Background: an optimization exercise with open tools, aiming at small area, a short achievable clock period and few clock cycles per item. Do not read the settings as production practice.
No run shown here included a check of the RTL's function; only the layout flow was run.

## flow/design.v (module list and top-level ports; edited modules follow where they fit)
// module requant: 4382 lines
// module requant_top: 54 lines
module requant_top (
    input  wire        clk,
    input  wire        rst,
    input  wire [31:0] in_A_tdata,
    input  wire        in_A_tlast,
    input  wire        in_A_tvalid,
    output wire        in_A_tready,
    input  wire [31:0] in_bias_tdata,
    input  wire        in_bias_tlast,
    input  wire        in_bias_tvalid,
    output wire        in_bias_tready,
    input  wire [31:0] in_m_tdata,
    input  wire        in_m_tlast,
    input  wire        in_m_tvalid,
    output wire        in_m_tready,
    input  wire [7:0]  in_e_tdata,
    input  wire        in_e_tlast,
    input  wire        in_e_tvalid,
    output wire        in_e_tready,
    output wire [7:0]  out_D_tdata,
    output wire        out_D_tlast,
    output wire        out_D_tvalid,
    input  wire        out_D_tready
);
  // ...
==> flow/flow/run.sh <==
#!/bin/bash
set -euo pipefail
MARGIN=5.6
EXTRA="'BUFFER_PORTS_ARGS=-buffer_cell sky130_fd_sc_hd__buf_2'"
sed -e "s/SETUP_SLACK_MARGIN=[-0-9.]*/SETUP_SLACK_MARGIN=${MARGIN}/" \
    -e "s|\"\${@:-finish}\"|${EXTRA} \"\${@:-finish}\"|" standard.sh > standard_mod.sh
grep -q "SETUP_SLACK_MARGIN=${MARGIN}" standard_mod.sh
grep -q "BUFFER_PORTS_ARGS" standard_mod.sh
bash standard_mod.sh synth > flow_synth.log 2>&1
RES="$PWD/orfs/results/${FLOW_PLATFORM:-sky130hd}/requant_top/base"
cp "$RES/1_synth.odb" "$RES/1_synth_std.odb"
openroad -python -exit flow/fa_polarity.py "$RES/1_synth_std.odb" "$RES/1_synth.odb" > fa_polarity.log 2>&1
touch "$RES/1_synth.sdc"
bash standard_mod.sh > flow_make.log 2>&1
==> flow/flow/fa_polarity.py <==
# Inverter clean-up around full adders, run on the synthesized netlist
# (1_synth.odb) before floorplanning.
#
# Yosys's full-adder extraction leaves many inverters between full-adder
# cells.  A full adder is self-dual: FA(~a, ~b, ~c) = (~cout, ~sum).  So any
# full adder may be "flipped" (all three inputs and both outputs complemented)
# without changing the logic.  This script removes the plain inverters of the
# netlist, chooses a flip for each full adder that needs few inverters, and
# puts back one inverter per signal whose complement some pin needs.  Only
# combinational cells change; registers and ports are untouched.
import sys
import odb

src, dst = sys.argv[1], sys.argv[2]
db = odb.dbDatabase.create()
odb.read_db(db, src)
blk = db.getChip().getBlock()

INV = 'sky130_fd_sc_hd__inv_1'
inv_master = db.findMaster(INV)

def is_inv(inst):
    n = inst.getMaster().getName()
    return n.startswith('sky130_fd_sc_hd__inv_') or n.startswith('sky130_fd_sc_hd__clkinv_')

def is_fa(inst):
    return inst.getMaster().getName().startswith('sky130_fd_sc_hd__fa_')

def sig_iterms(inst):
    return [it for it in inst.getITerms() if it.getSigType() not in ('POWER', 'GROUND')]

def net_has_port(net):
    return net is not None and len(list(net.getBTerms())) > 0

def driver(net):
    for it in net.getITerms():
        if it.isOutputSignal():
            return it
    return None

# inverters we may remove: input and output nets are plain internal nets
removable = []
for inst in blk.getInsts():
    if not is_inv(inst):
        continue
    a = inst.findITerm('A').getNet()
    y = inst.findITerm('Y').getNet()
    if a is None or y is None or net_has_port(a) or net_has_port(y):
        continue
    if a.getSigType() == 'CLOCK' or y.getSigType() == 'CLOCK':
        continue
    removable.append(inst)
rem_set = set(r.getName() for r in removable)

def root(net):
    """(root net, polarity) after stripping removable inverters."""
    p = 0
    seen = 0
    while True:
        d = driver(net)
        if d is None or d.getInst().getName() not in rem_set:
            return net, p
        net = d.getInst().findITerm('A').getNet()
        p ^= 1
        seen += 1
        if seen > 1000:
            raise RuntimeError('inverter loop')

# every load pin that is not a removable inverter input: its (root, polarity)
loads = []          # [iterm, rootnet, pol, fa_inst_name or None]
for inst in blk.getInsts():
    if inst.getName() in rem_set:
        continue
    for it in sig_iterms(inst):
        if it.isOutputSignal() or it.getNet() is None:
            continue
        if not it.isInputSignal():
            continue
        r, p = root(it.getNet())
        loads.append([it, r, p, inst.getName() if is_fa(inst) else None])
# output ports driven through removable inverters cannot occur (excluded above)

fa_names = [i.getName() for i in blk.getInsts() if is_fa(i)]
flip = {n: 0 for n in fa_names}
# root net -> FA name that drives it (if any)
drv_fa = {}
for inst in blk.getInsts():
    if is_fa(inst):
        for it in sig_iterms(inst):
            if it.isOutputSignal() and it.getNet() is not None:
                drv_fa[it.getNet().getName()] = inst.getName()

by_root = {}
for ld in loads:
    by_root.setdefault(ld[1].getName(), []).append(ld)
fa_roots = {n: set() for n in fa_names}   # roots an FA touches (inputs and outputs)
for ld in loads:
    if ld[3] is not None:
        fa_roots[ld[3]].add(ld[1].getName())
for rn, fn in drv_fa.items():
    fa_roots[fn].add(rn)

def need(ld):
    rn = ld[1].getName()
    f = flip[drv_fa[rn]] if rn in drv_fa else 0
    g = flip[ld[3]] if ld[3] is not None else 0
    return ld[2] ^ f ^ g

def cost_root(rn):
    return 1 if any(need(ld) for ld in by_root.get(rn, [])) else 0

def total():
    return sum(cost_root(rn) for rn in by_root)

before_inv = len(removable)
c0 = total()
import random

def greedy():
    improved = True
    rounds = 0
    while improved and rounds < 50:
        improved = False
        rounds += 1
        for fn in fa_names:
            rs = fa_roots[fn]
            old = sum(cost_root(r) for r in rs)
            flip[fn] ^= 1
            new = sum(cost_root(r) for r in rs)
            if new < old:
                improved = True
            else:
                flip[fn] ^= 1
    return rounds

rounds = greedy()
best = total()
best_flip = dict(flip)
# perturb and re-descend (deterministic seed)
rng = random.Random(1)
for it in range(int(sys.argv[3]) if len(sys.argv) > 3 else 40):
    for fn in fa_names:
        flip[fn] = best_flip[fn]
    for fn in rng.sample(fa_names, max(1, len(fa_names) // 10)):
        flip[fn] ^= 1
    for fn in fa_names:
        rs = fa_roots[fn]
        old = sum(cost_root(r) for r in rs)
        flip[fn] ^= 1
        if sum(cost_root(r) for r in rs) > old:
            flip[fn] ^= 1
    greedy()
    t = total()
    if t < best:
        best = t
        best_flip = dict(flip)
for fn in fa_names:
    flip[fn] = best_flip[fn]
c1 = total()
print('fa_polarity: %d full adders, %d removable inverters, %d needed before, %d after (%d rounds, %d flipped)'
      % (len(fa_names), before_inv, c0, c1, rounds, sum(flip.values())))

# rebuild: disconnect loads, drop removable inverters, add one inverter per root needing it
inv_net = {}
cnt = [0]
def get_inv(rnet):
    rn = rnet.getName()
    if rn in inv_net:
        return inv_net[rn]
    cnt[0] += 1
    n = odb.dbNet_create(blk, 'fapol_n%d' % cnt[0])
    i = odb.dbInst_create(blk, inv_master, 'fapol_inv%d' % cnt[0])
    i.findITerm('A').connect(rnet)
    i.findITerm('Y').connect(n)
    inv_net[rn] = n
    return n

plan = [(ld[0], ld[1], need(ld)) for ld in loads]
for it, r, p in plan:
    it.disconnect()
old_nets = set()
for inst in removable:
    for it in sig_iterms(inst):
        if it.getNet() is not None:
            old_nets.add(it.getNet().getName())
        it.disconnect()
    odb.dbInst_destroy(inst)
for it, r, p in plan:
    it.connect(get_inv(r) if p else r)
# drop nets left without any connection
for nn in old_nets:
    n = blk.findNet(nn)
    if n is not None and len(list(n.getITerms())) == 0 and len(list(n.getBTerms())) == 0:
        odb.dbNet_destroy(n)
print('fa_polarity: %d inverters in place of %d' % (cnt[0], before_inv))
# a flipped adder's output nets carry the complement of what their names
# (from the RTL) say: give them fresh names
k = 0
for inst in blk.getInsts():
    if is_fa(inst) and flip.get(inst.getName()):
        for it in sig_iterms(inst):
            if it.isOutputSignal() and it.getNet() is not None:
                k += 1
                it.getNet().rename('fapol_x%d' % k)
odb.write_db(db, dst)
==> flow/standard.sh <==
#!/bin/bash
# synth_recipe.tcl (not shown) runs the flow's synth.tcl, then flattens the netlist and writes it again
# the make line also repeats each setting of config.mk as NAME=value (left out here)
make -C /OpenROAD-flow-scripts/flow DESIGN_CONFIG=/design/flow/config.mk WORK_HOME=/design/flow/orfs CLKGATE_MAP_FILE= SYNTH_SCRIPT=/design/flow/synth_recipe.tcl "${@:-finish}"
==> flow/config.mk <==
export PLATFORM = sky130hd
export DESIGN_NAME = requant_top
export DESIGN_NICKNAME = requant_top
export VERILOG_FILES = /design/flow/design.v
export SDC_FILE = /design/flow/constraint.sdc
export NUM_CORES = 4
export LEC_CHECK = 0
export CAP_MARGIN = 20
export CORE_MARGIN = 2
export CORE_UTILIZATION = 65
export SETUP_SLACK_MARGIN = 5
export SLEW_MARGIN = 20
==> flow/constraint.sdc <==
create_clock -name core_clock -period 9.0 [get_ports {clk}]
set_input_delay 1.8000 -clock core_clock [delete_from_list [all_inputs] [get_ports {clk}]]
set_output_delay 1.8000 -clock core_clock [all_outputs]
set_load 0.01 [all_outputs]
==> impl_metrics.json, run 1 <==
{
  "met1_usage_pct": 44.3,
  "critical-path-top-delay-family": "compound AO/OA/AOI/OAI gates",
  "gr-usage-met2_pct": 57.9,
  "busiest_layer": "met2",
  "syn_area_mm2": 0.0424,
  "largest_register_ffs": 186,
  "drc_errors": 0,
  "start_kind": "flop",
  "cp_max_fo": 3,
  "worstHoldPathCells": 0,
  "slew_headroom_pct": 20.9,
  "dp_hpwl_mm": 79.1,
  "wl_met2_mm": 57.5,
  "stdcell_count": 4775,
  "grt_util_met3_pct": 9.34,
  "wl_mm": 125,
  "status": "timing/DRC/antenna clean",
  "vias": 31200,
  "met3_length_mm": 14.1,
  "final_max_slew_viol_count": 0,
  "grt_pass1_vias": 32900
}
==> run 2, diff against run 1 <==
--- a/flow/design.v
+++ b/flow/design.v
@@ -3680,23 +3680,23 @@
 assign ts1051 = q2[180] ^ q2[181];
 assign tc1052 = q2[180] & q2[181];
 assign ts1053 = q2[182] ^ q2[183];
 assign tc1054 = q2[182] & q2[183];
 assign ts1055 = q2[184] ^ q2[185];
 assign tc1056 = q2[184] & q2[185];
 wire [63:0] rs = {tc1056, tc1054, tc1052, tc1050, tc1048, tc1046, tc1044, tc1042, tc1040, tc1038, tc1036, tc1034, tc1032, tc1030, tc1028, tc1026, tc1024, tc1022, tc1020, tc1018, tc1016, tc1014, tc1012, tc1010, tc1008, tc1006, tc1004, tc1002, tc1000, tc998, tc996, tc994, tc992, tc990, tc988, tc986, tc984, tc982, tc980, tc978, tc976, tc974, tc972, tc970, tc968, tc966, tc964, ts963, q2[29], q2[27], q2[25], q2[23], q2[21], q2[19], q2[17], q2[15], q2[13], q2[11], q2[9], q2[7], q2[5], q2[3], q2[2], q2[0]};
 wire [63:0] rc = {1'b1, ts1055, ts1053, ts1051, ts1049, ts1047, ts1045, ts1043, ts1041, ts1039, ts1037, ts1035, ts1033, ts1031, ts1029, ts1027, ts1025, ts1023, ts1021, ts1019, ts1017, ts1015, ts1013, ts1011, ts1009, ts1007, ts1005, ts1003, ts1001, ts999, ts997, ts995, ts993, ts991, ts989, ts987, ts985, ts983, ts981, ts979, ts977, ts975, ts973, ts971, ts969, ts967, ts965, q2[94], q2[30], q2[28], q2[26], q2[24], q2[22], q2[20], q2[18], q2[16], q2[14], q2[12], q2[10], q2[8], q2[6], q2[4], 1'b0, q2[1]};
-reg  [35:0] lo3;
-reg  [27:0] hs3;
+reg  [39:0] lo3;
+reg  [23:0] hs3;
 reg         c3;
 reg  [6:0]  sh3;
 reg         nr3;
-wire [35:0] sk2_p = rs[35:0] ^ rc[35:0];
-wire [35:0] sk2_g = rs[35:0] & rc[35:0];
+wire [39:0] sk2_p = rs[39:0] ^ rc[39:0];
+wire [39:0] sk2_g = rs[39:0] & rc[39:0];
 wire sk2_G0_1 = sk2_g[1] | (sk2_p[1] & sk2_g[0]);
 wire sk2_P0_1 = sk2_p[1] & sk2_p[0];
 wire sk2_G0_3 = sk2_g[3] | (sk2_p[3] & sk2_g[2]);
 wire sk2_P0_3 = sk2_p[3] & sk2_p[2];
 wire sk2_G0_5 = sk2_g[5] | (sk2_p[5] & sk2_g[4]);
 wire sk2_P0_5 = sk2_p[5] & sk2_p[4];
 wire sk2_G0_7 = sk2_g[7] | (sk2_p[7] & sk2_g[6]);
 wire sk2_P0_7 = sk2_p[7] & sk2_p[6];
@@ -3723,16 +3723,20 @@
 wire sk2_G0_29 = sk2_g[29] | (sk2_p[29] & sk2_g[28]);
 wire sk2_P0_29 = sk2_p[29] & sk2_p[28];
 wire sk2_G0_31 = sk2_g[31] | (sk2_p[31] & sk2_g[30]);
 wire sk2_P0_31 = sk2_p[31] & sk2_p[30];
 wire sk2_G0_33 = sk2_g[33] | (sk2_p[33] & sk2_g[32]);
 wire sk2_P0_33 = sk2_p[33] & sk2_p[32];
 wire sk2_G0_35 = sk2_g[35] | (sk2_p[35] & sk2_g[34]);
 wire sk2_P0_35 = sk2_p[35] & sk2_p[34];
+wire sk2_G0_37 = sk2_g[37] | (sk2_p[37] & sk2_g[36]);
+wire sk2_P0_37 = sk2_p[37] & sk2_p[36];
+wire sk2_G0_39 = sk2_g[39] | (sk2_p[39] & sk2_g[38]);
+wire sk2_P0_39 = sk2_p[39] & sk2_p[38];
 wire sk2_G1_2 = sk2_g[2] | (sk2_p[2] & sk2_G0_1);
 wire sk2_P1_2 = sk2_p[2] & sk2_P0_1;
 wire sk2_G1_3 = sk2_G0_3 | (sk2_P0_3 & sk2_G0_1);
 wire sk2_P1_3 = sk2_P0_3 & sk2_P0_1;
 wire sk2_G1_6 = sk2_g[6] | (sk2_p[6] & sk2_G0_5);
 wire sk2_P1_6 = sk2_p[6] & sk2_P0_5;
 wire sk2_G1_7 = sk2_G0_7 | (sk2_P0_7 & sk2_G0_5);
 wire sk2_P1_7 = sk2_P0_7 & sk2_P0_5;
@@ -3759,16 +3763,20 @@
 wire sk2_G1_30 = sk2_g[30] | (sk2_p[30] & sk2_G0_29);
 wire sk2_P1_30 = sk2_p[30] & sk2_P0_29;
 wire sk2_G1_31 = sk2_G0_31 | (sk2_P0_31 & sk2_G0_29);
 wire sk2_P1_31 = sk2_P0_31 & sk2_P0_29;
 wire sk2_G1_34 = sk2_g[34] | (sk2_p[34] & sk2_G0_33);
 wire sk2_P1_34 = sk2_p[34] & sk2_P0_33;
 wire sk2_G1_35 = sk2_G0_35 | (sk2_P0_35 & sk2_G0_33);
 wire sk2_P1_35 = sk2_P0_35 & sk2_P0_33;
+wire sk2_G1_38 = sk2_g[38] | (sk2_p[38] & sk2_G0_37);
+wire sk2_P1_38 = sk2_p[38] & sk2_P0_37;
+wire sk2_G1_39 = sk2_G0_39 | (sk2_P0_39 & sk2_G0_37);
+wire sk2_P1_39 = sk2_P0_39 & sk2_P0_37;
 wire sk2_G2_4 = sk2_g[4] | (sk2_p[4] & sk2_G1_3);
 wire sk2_P2_4 = sk2_p[4] & sk2_P1_3;
 wire sk2_G2_5 = sk2_G0_5 | (sk2_P0_5 & sk2_G1_3);
 wire sk2_P2_5 = sk2_P0_5 & sk2_P1_3;
 wire sk2_G2_6 = sk2_G1_6 | (sk2_P1_6 & sk2_G1_3);
 wire sk2_P2_6 = sk2_P1_6 & sk2_P1_3;
 wire sk2_G2_7 = sk2_G1_7 | (sk2_P1_7 & sk2_G1_3);
 wire sk2_P2_7 = sk2_P1_7 & sk2_P1_3;
@@ -3791,16 +3799,24 @@
 wire sk2_G2_28 = sk2_g[28] | (sk2_p[28] & sk2_G1_27);
 wire sk2_P2_28 = sk2_p[28] & sk2_P1_27;
 wire sk2_G2_29 = sk2_G0_29 | (sk2_P0_29 & sk2_G1_27);
 wire sk2_P2_29 = sk2_P0_29 & sk2_P1_27;
 wire sk2_G2_30 = sk2_G1_30 | (sk2_P1_30 & sk2_G1_27);
 wire sk2_P2_30 = sk2_P1_30 & sk2_P1_27;
 wire sk2_G2_31 = sk2_G1_31 | (sk2_P1_31 & sk2_G1_27);
 wire sk2_P2_31 = sk2_P1_31 & sk2_P1_27;
+wire sk2_G2_36 = sk2_g[36] | (sk2_p[36] & sk2_G1_35);
+wire sk2_P2_36 = sk2_p[36] & sk2_P1_35;
+wire sk2_G2_37 = sk2_G0_37 | (sk2_P0_37 & sk2_G1_35);
+wire sk2_P2_37 = sk2_P0_37 & sk2_P1_35;
+wire sk2_G2_38 = sk2_G1_38 | (sk2_P1_38 & sk2_G1_35);
+wire sk2_P2_38 = sk2_P1_38 & sk2_P1_35;
+wire sk2_G2_39 = sk2_G1_39 | (sk2_P1_39 & sk2_G1_35);
+wire sk2_P2_39 = sk2_P1_39 & sk2_P1_35;
 wire sk2_G3_8 = sk2_g[8] | (sk2_p[8] & sk2_G2_7);
 wire sk2_P3_8 = sk2_p[8] & sk2_P2_7;
 wire sk2_G3_9 = sk2_G0_9 | (sk2_P0_9 & sk2_G2_7);
 wire sk2_P3_9 = sk2_P0_9 & sk2_P2_7;
 wire sk2_G3_10 = sk2_G1_10 | (sk2_P1_10 & sk2_G2_7);
 wire sk2_P3_10 = sk2_P1_10 & sk2_P2_7;
 wire sk2_G3_11 = sk2_G1_11 | (sk2_P1_11 & sk2_G2_7);
 wire sk2_P3_11 = sk2_P1_11 & sk2_P2_7;
@@ -3863,17 +3879,25 @@
 wire sk2_G5_32 = sk2_g[32] | (sk2_p[32] & sk2_G4_31);
 wire sk2_P5_32 = sk2_p[32] & sk2_P4_31;
 wire sk2_G5_33 = sk2_G0_33 | (sk2_P0_33 & sk2_G4_31);
 wire sk2_P5_33 = sk2_P0_33 & sk2_P4_31;
 wire sk2_G5_34 = sk2_G1_34 | (sk2_P1_34 & sk2_G4_31);
 wire sk2_P5_34 = sk2_P1_34 & sk2_P4_31;
 wire sk2_G5_35 = sk2_G1_35 | (sk2_P1_35 & sk2_G4_31);
 wire sk2_P5_35 = sk2_P1_35 & sk2_P4_31;
-wire [36:0] losum;
+wire sk2_G5_36 = sk2_G2_36 | (sk2_P2_36 & sk2_G4_31);
+wire sk2_P5_36 = sk2_P2_36 & sk2_P4_31;
+wire sk2_G5_37 = sk2_G2_37 | (sk2_P2_37 & sk2_G4_31);
+wire sk2_P5_37 = sk2_P2_37 & sk2_P4_31;
+wire sk2_G5_38 = sk2_G2_38 | (sk2_P2_38 & sk2_G4_31);
+wire sk2_P5_38 = sk2_P2_38 & sk2_P4_31;
+wire sk2_G5_39 = sk2_G2_39 | (sk2_P2_39 & sk2_G4_31);
+wire sk2_P5_39 = sk2_P2_39 & sk2_P4_31;
+wire [40:0] losum;
 assign losum[0] = sk2_p[0];
 assign losum[1] = sk2_p[1] ^ sk2_g[0];
 assign losum[2] = sk2_p[2] ^ sk2_G0_1;
 assign losum[3] = sk2_p[3] ^ sk2_G1_2;
 assign losum[4] = sk2_p[4] ^ sk2_G1_3;
 assign losum[5] = sk2_p[5] ^ sk2_G2_4;
 assign losum[6] = sk2_p[6] ^ sk2_G2_5;
 assign losum[7] = sk2_p[7] ^ sk2_G2_6;
@@ -3900,19 +3924,23 @@
 assign losum[28] = sk2_p[28] ^ sk2_G4_27;
 assign losum[29] = sk2_p[29] ^ sk2_G4_28;
 assign losum[30] = sk2_p[30] ^ sk2_G4_29;
 assign losum[31] = sk2_p[31] ^ sk2_G4_30;
 assign losum[32] = sk2_p[32] ^ sk2_G4_31;
 assign losum[33] = sk2_p[33] ^ sk2_G5_32;
 assign losum[34] = sk2_p[34] ^ sk2_G5_33;
 assign losum[35] = sk2_p[35] ^ sk2_G5_34;
-assign losum[36] = sk2_G5_35;
-wire [27:0] sk3_p = rs[63:36] ^ rc[63:36];
-wire [27:0] sk3_g = rs[63:36] & rc[63:36];
+assign losum[36] = sk2_p[36] ^ sk2_G5_35;
+assign losum[37] = sk2_p[37] ^ sk2_G5_36;
+assign losum[38] = sk2_p[38] ^ sk2_G5_37;
+assign losum[39] = sk2_p[39] ^ sk2_G5_38;
+assign losum[40] = sk2_G5_39;
+wire [23:0] sk3_p = rs[63:40] ^ rc[63:40];
+wire [23:0] sk3_g = rs[63:40] & rc[63:40];
 wire sk3_G0_1 = sk3_g[1] | (sk3_p[1] & sk3_g[0]);
 wire sk3_P0_1 = sk3_p[1] & sk3_p[0];
 wire sk3_G0_3 = sk3_g[3] | (sk3_p[3] & sk3_g[2]);
 wire sk3_P0_3 = sk3_p[3] & sk3_p[2];
 wire sk3_G0_5 = sk3_g[5] | (sk3_p[5] & sk3_g[4]);
 wire sk3_P0_5 = sk3_p[5] & sk3_p[4];
 wire sk3_G0_7 = sk3_g[7] | (sk3_p[7] & sk3_g[6]);
 wire sk3_P0_7 = sk3_p[7] & sk3_p[6];
@@ -3927,20 +3955,16 @@
 wire sk3_G0_17 = sk3_g[17] | (sk3_p[17] & sk3_g[16]);
 wire sk3_P0_17 = sk3_p[17] & sk3_p[16];
 wire sk3_G0_19 = sk3_g[19] | (sk3_p[19] & sk3_g[18]);
 wire sk3_P0_19 = sk3_p[19] & sk3_p[18];
 wire sk3_G0_21 = sk3_g[21] | (sk3_p[21] & sk3_g[20]);
 wire sk3_P0_21 = sk3_p[21] & sk3_p[20];
 wire sk3_G0_23 = sk3_g[23] | (sk3_p[23] & sk3_g[22]);
 wire sk3_P0_23 = sk3_p[23] & sk3_p[22];
-wire sk3_G0_25 = sk3_g[25] | (sk3_p[25] & sk3_g[24]);
-wire sk3_P0_25 = sk3_p[25] & sk3_p[24];
-wire sk3_G0_27 = sk3_g[27] | (sk3_p[27] & sk3_g[26]);
-wire sk3_P0_27 = sk3_p[27] & sk3_p[26];
 wire sk3_G1_2 = sk3_g[2] | (sk3_p[2] & sk3_G0_1);
 wire sk3_P1_2 = sk3_p[2] & sk3_P0_1;
 wire sk3_G1_3 = sk3_G0_3 | (sk3_P0_3 & sk3_G0_1);
 wire sk3_P1_3 = sk3_P0_3 & sk3_P0_1;
 wire sk3_G1_6 = sk3_g[6] | (sk3_p[6] & sk3_G0_5);
 wire sk3_P1_6 = sk3_p[6] & sk3_P0_5;
 wire sk3_G1_7 = sk3_G0_7 | (sk3_P0_7 & sk3_G0_5);
 wire sk3_P1_7 = sk3_P0_7 & sk3_P0_5;
@@ -3955,20 +3979,16 @@
 wire sk3_G1_18 = sk3_g[18] | (sk3_p[18] & sk3_G0_17);
 wire sk3_P1_18 = sk3_p[18] & sk3_P0_17;
 wire sk3_G1_19 = sk3_G0_19 | (sk3_P0_19 & sk3_G0_17);
 wire sk3_P1_19 = sk3_P0_19 & sk3_P0_17;
 wire sk3_G1_22 = sk3_g[22] | (sk3_p[22] & sk3_G0_21);
 wire sk3_P1_22 = sk3_p[22] & sk3_P0_21;
 wire sk3_G1_23 = sk3_G0_23 | (sk3_P0_23 & sk3_G0_21);
 wire sk3_P1_23 = sk3_P0_23 & sk3_P0_21;
-wire sk3_G1_26 = sk3_g[26] | (sk3_p[26] & sk3_G0_25);
-wire sk3_P1_26 = sk3_p[26] & sk3_P0_25;
-wire sk3_G1_27 = sk3_G0_27 | (sk3_P0_27 & sk3_G0_25);
-wire sk3_P1_27 = sk3_P0_27 & sk3_P0_25;
 wire sk3_G2_4 = sk3_g[4] | (sk3_p[4] & sk3_G1_3);
 wire sk3_P2_4 = sk3_p[4] & sk3_P1_3;
 wire sk3_G2_5 = sk3_G0_5 | (sk3_P0_5 & sk3_G1_3);
 wire sk3_P2_5 = sk3_P0_5 & sk3_P1_3;
 wire sk3_G2_6 = sk3_G1_6 | (sk3_P1_6 & sk3_G1_3);
 wire sk3_P2_6 = sk3_P1_6 & sk3_P1_3;
 wire sk3_G2_7 = sk3_G1_7 | (sk3_P1_7 & sk3_G1_3);
 wire sk3_P2_7 = sk3_P1_7 & sk3_P1_3;
@@ -3999,49 +4019,33 @@
 wire sk3_G3_12 = sk3_G2_12 | (sk3_P2_12 & sk3_G2_7);
 wire sk3_P3_12 = sk3_P2_12 & sk3_P2_7;
 wire sk3_G3_13 = sk3_G2_13 | (sk3_P2_13 & sk3_G2_7);
 wire sk3_P3_13 = sk3_P2_13 & sk3_P2_7;
 wire sk3_G3_14 = sk3_G2_14 | (sk3_P2_14 & sk3_G2_7);
 wire sk3_P3_14 = sk3_P2_14 & sk3_P2_7;
 wire sk3_G3_15 = sk3_G2_15 | (sk3_P2_15 & sk3_G2_7);
 wire sk3_P3_15 = sk3_P2_15 & sk3_P2_7;
-wire sk3_G3_24 = sk3_g[24] | (sk3_p[24] & sk3_G2_23);
-wire sk3_P3_24 = sk3_p[24] & sk3_P2_23;
-wire sk3_G3_25 = sk3_G0_25 | (sk3_P0_25 & sk3_G2_23);
-wire sk3_P3_25 = sk3_P0_25 & sk3_P2_23;
-wire sk3_G3_26 = sk3_G1_26 | (sk3_P1_26 & sk3_G2_23);
-wire sk3_P3_26 = sk3_P1_26 & sk3_P2_23;
-wire sk3_G3_27 = sk3_G1_27 | (sk3_P1_27 & sk3_G2_23);
-wire sk3_P3_27 = sk3_P1_27 & sk3_P2_23;
 wire sk3_G4_16 = sk3_g[16] | (sk3_p[16] & sk3_G3_15);
 wire sk3_P4_16 = sk3_p[16] & sk3_P3_15;
 wire sk3_G4_17 = sk3_G0_17 | (sk3_P0_17 & sk3_G3_15);
 wire sk3_P4_17 = sk3_P0_17 & sk3_P3_15;
 wire sk3_G4_18 = sk3_G1_18 | (sk3_P1_18 & sk3_G3_15);
 wire sk3_P4_18 = sk3_P1_18 & sk3_P3_15;
 wire sk3_G4_19 = sk3_G1_19 | (sk3_P1_19 & sk3_G3_15);
 wire sk3_P4_19 = sk3_P1_19 & sk3_P3_15;
 wire sk3_G4_20 = sk3_G2_20 | (sk3_P2_20 & sk3_G3_15);
 wire sk3_P4_20 = sk3_P2_20 & sk3_P3_15;
 wire sk3_G4_21 = sk3_G2_21 | (sk3_P2_21 & sk3_G3_15);
 wire sk3_P4_21 = sk3_P2_21 & sk3_P3_15;
 wire sk3_G4_22 = sk3_G2_22 | (sk3_P2_22 & sk3_G3_15);
 wire sk3_P4_22 = sk3_P2_22 & sk3_P3_15;
 wire sk3_G4_23 = sk3_G2_23 | (sk3_P2_23 & sk3_G3_15);
 wire sk3_P4_23 = sk3_P2_23 & sk3_P3_15;
-wire sk3_G4_24 = sk3_G3_24 | (sk3_P3_24 & sk3_G3_15);
-wire sk3_P4_24 = sk3_P3_24 & sk3_P3_15;
-wire sk3_G4_25 = sk3_G3_25 | (sk3_P3_25 & sk3_G3_15);
-wire sk3_P4_25 = sk3_P3_25 & sk3_P3_15;
-wire sk3_G4_26 = sk3_G3_26 | (sk3_P3_26 & sk3_G3_15);
-wire sk3_P4_26 = sk3_P3_26 & sk3_P3_15;
-wire sk3_G4_27 = sk3_G3_27 | (sk3_P3_27 & sk3_G3_15);
-wire sk3_P4_27 = sk3_P3_27 & sk3_P3_15;
-wire [28:0] hsum;
+wire [24:0] hsum;
 assign hsum[0] = sk3_p[0];
 assign hsum[1] = sk3_p[1] ^ sk3_g[0];
 assign hsum[2] = sk3_p[2] ^ sk3_G0_1;
 assign hsum[3] = sk3_p[3] ^ sk3_G1_2;
 assign hsum[4] = sk3_p[4] ^ sk3_G1_3;
 assign hsum[5] = sk3_p[5] ^ sk3_G2_4;
 assign hsum[6] = sk3_p[6] ^ sk3_G2_5;
 assign hsum[7] = sk3_p[7] ^ sk3_G2_6;
@@ -4056,27 +4060,23 @@
 assign hsum[16] = sk3_p[16] ^ sk3_G3_15;
 assign hsum[17] = sk3_p[17] ^ sk3_G4_16;
 assign hsum[18] = sk3_p[18] ^ sk3_G4_17;
 assign hsum[19] = sk3_p[19] ^ sk3_G4_18;
 assign hsum[20] = sk3_p[20] ^ sk3_G4_19;
 assign hsum[21] = sk3_p[21] ^ sk3_G4_20;
 assign hsum[22] = sk3_p[22] ^ sk3_G4_21;
 assign hsum[23] = sk3_p[23] ^ sk3_G4_22;
-assign hsum[24] = sk3_p[24] ^ sk3_G4_23;
-assign hsum[25] = sk3_p[25] ^ sk3_G4_24;
-assign hsum[26] = sk3_p[26] ^ sk3_G4_25;
-assign hsum[27] = sk3_p[27] ^ sk3_G4_26;
-assign hsum[28] = sk3_G4_27;
+assign hsum[24] = sk3_G4_23;
 always @(posedge clk) begin
     {c3, lo3} <= losum;
-    hs3 <= hsum[27:0];
+    hs3 <= hsum[23:0];
     sh3 <= sh2; nr3 <= nr2; l3 <= l2;
 end
-wire [27:0] hi4 = hs3 + {27'd0, c3};
+wire [23:0] hi4 = hs3 + {23'd0, c3};
 wire [63:0] mul = {hi4, lo3};
 wire        sgn = mul[63];
 wire [64:0] t6 = {mul, 1'b0};
 wire [63:0] t5;
 assign t5[0] = sh3[5] ? t6[32] : t6[0];
 assign t5[1] = sh3[5] ? t6[33] : t6[1];
 assign t5[2] = sh3[5] ? t6[34] : t6[2];
 assign t5[3] = sh3[5] ? t6[35] : t6[3];
==> run 2 against run 1 <==
Core utilization is 0.10 points lower. Die area is 1.0% lower. Still clean. Via count is 2.3% lower. Wire length is 2.2% lower. Fmax is 9.5% lower. Setup slack worse by 0.39 ns. Worst hold slack worse by 0.0019 ns. Sequential cell count stayed put. Register-to-register slack worse by 0.39 ns. Design area is 0.68% lower. Synthesized cell count is 0.98% lower.
==> impl_metrics.json, run 2 <==
{
  "status": "timing/DRC/antenna clean",
  "cp_cell_sequence": "fa_1 -> fa_1 -> ha_2 -> fa_2 -> inv_2 -> nor2b_2 -> o21ai_2 -> o21ai_2 -> a31o_4 -> nor4bb_1 -> o21a_1 -> o31a_1 -> o41a_1 -> buf_4 -> a21o_1 -> a21oi_2 -> xnor2_1",
  "final_util_pct": 72.6,
  "ys_warn_count": 1,
  "grt_pass1_vias": 32600,
  "postRouteAntennaNets": 0,
  "final_nets": 4573,
  "final_max_slew_viol_count": 0,
  "final.setup_skew_ns": 0.0206,
  "syn_inst": 3838,
  "rsz0062_at_grt": "yes",
  "cp_max_fo": 3,
  "vias": 30500,
  "hold_ws_ns": 0.323,
  "hold_viol_final": 0,
  "start_util_pct": 65.5,
  "cts_buffer_depth": 3,
  "dp_hpwl_mm": 76.9,
  "grt_max_degree": 71,
  "rrSetupSlack_ns": 4.88,
  "grt_pass1_wl_mm": 183,
  "slew_headroom_pct": 30.6,
  "crit_path_end_kind": "flop",
  "clock-root-buffer": "clkbuf_16",
  "top_register": "requant_QKV.q2",
  "port_buffers": 128,
  "crit_arrival_ns": 4.65,
  "min_path_type": "flop to flop",
  "core_mm2": 0.0641,
  "critical-path-top-delay-family": "compound AO/OA/AOI/OAI gates",
  "cts_tree": "done",
  "wire_per_inst_um": 25.8,
  "firstDrtPassIters": 9,
  "ios": 129,
  "diodes": 0,
  "syn_area_mm2": 0.0420,
  "worst_pin_slew_ns": 1.04,
  "overflow": 0,
  "finalSetupViolCount": 0,
  "area_growth_syn_to_layout_pct": 10.9,
  "layout_common_cells": "503 x a22oi_1, 432 x fa_1, 377 x dfxtp_1",
  "grt_usage_pct": 35.7,
  "die-area_mm2": 0.0666,
  "htree_levels": 3,
  "finalCritPeriodShare_pct": 45.7,
  "drc_errors": 0,
  "wl_mm": 122,
  "reg2reg_from": "requant_QKV.q2[140]",
  "crit_type": "flop to flop",
  "postSynthAreaPerCell_um2": 10.9,
  "die_x_um": 258,
  "final_common_cell": "a22oi_1",
  "antenna_found_initial": 1,
  "cp.required_ns": 9.53,
  "initialDrtViolationCount": 3889,
  "clk_pin_slew_ns": 0.06,
  "cts_hold_buf": 0,
  "min_period_ns": 4.12,
  "place_congestion": 0.970,
  "num_rows": 93,
  "start_kind": "flop",
  "tns_ns": 0,
  "critPathBufInv": 2,
  "fillers": 4464,
  "die_h_um": 258,
  "cp_slowest_cell": "fa_1",
  "critPathMaxStageDelay_ns": 0.54,
  "via_per_inst": 6.44,
  "crit_path_start": "requant_QKV.q2[140]",
  "numCtsBuffers": 67,
  "largest_register_ffs": 186,
  "fmax_mhz": 243,
  "clock_latency_ns": 0.62,
  "maxCapViolations": 0,
  "drive_gt1_share_pct": 14.0,
  "clock-sinks": 596,
  "syn-num-nets": 4584,
  "worstHoldStart": "requant_QKV.sh2[6]"
}
[run 2: final cells by class]
type                            count  area [µm²]  share of cell area (%)
Sequential cell                   596       13700                    29.4
Timing Repair inverter              1        7.51                  0.0161
Timing Repair Buffer              242        1920                    4.13
Clock buffer                       80        1780                    3.82
Inverter                          272        1030                    2.21
Multi-Input combinational cell   2647       26500                    57.0
Clock inverter                     40         502                    1.08
Tap cell                          855        1070                    2.30
[run 2: path summary, 6_finish.rpt]
| check | end | cells past startpoint |
|---|---|---|
| worst max-delay path | requant_QKV.hs3[22] | 17 |
| worst min-delay path | requant_QKV.sh3[6] | 0 |
| worst max register to register | requant_QKV.hs3[22] | 17 |
| worst min register to register | requant_QKV.sh3[6] | 0 |
[run 2: layer usage]
layer | part of all wire [%] | routed length (µm) | track usage, %
met2 | 46 | 56700 | 58.3
met4 | 5.9 | 7250 | 18.3
met3 | 12 | 14200 | 10.1
met1 | 36 | 44000 | 43.5
met5 | 0 | 0 | 0.427
[run 2: per-stage QoR]
stage,instances,setup slack (ns),cell area (µm²)
2_1_floorplan,3838,5.04,42000
3_5_place_dp,4556,4.72,43000
5_1_grt,4733,4.75,46600
3_3_place_gp,4556,4.81,43000
4_1_cts,4697,4.90,45600
6_report,4733,4.88,46600
[run 2: what timing repair did]
| item | CTS | global route |
|---|---|---|
| resized for setup | 68 | 87 |
| pin swaps | 35 | 34 |
| endpoints found under the setup margin | 184 | 123 |
| setup buffers | 20 | 33 |
| cloned | 1 | 3 |
[run 2: worst reg2reg max path, stage by stage (launching register included)]
cell and delay (ns):
dfxtp_2 0.32, fa_1 0.54, fa_1 0.42, ha_2 0.20
fa_2 0.37, inv_2 0.07, nor2b_2 0.04, o21ai_2 0.14
o21ai_2 0.10, a31o_4 0.25, nor4bb_1 0.16, o21a_1 0.18
o31a_1 0.27, o41a_1 0.36, buf_4 0.15, a21o_1 0.20
a21oi_2 0.15, xnor2_1 0.13

## re-timing with driven ports
Ports are ideal in the flow. The routed layouts listed here were re-timed in OpenROAD. Step 1: set_driving_cell puts a clkbuf_16 on clk and a buf_2 on each other input, an assumption about the parent block. Step 2 moves the port delays by t, midway between the first and last clock arrival at a register: inputs arrive t later, outputs are due t later. That takes back most of the time a late clock gives input paths. Three values: ideal ports, drivers, drivers and shift; two values: the first two.
run	t, ns	setup slack, ns	worst setup path after step 2
run 1	0.690	5.275 / 5.275 / 5.275	register to register
run 2	0.671	4.883 / 4.883 / 4.883	register to register
After both steps setup and hold are still met in every run listed.
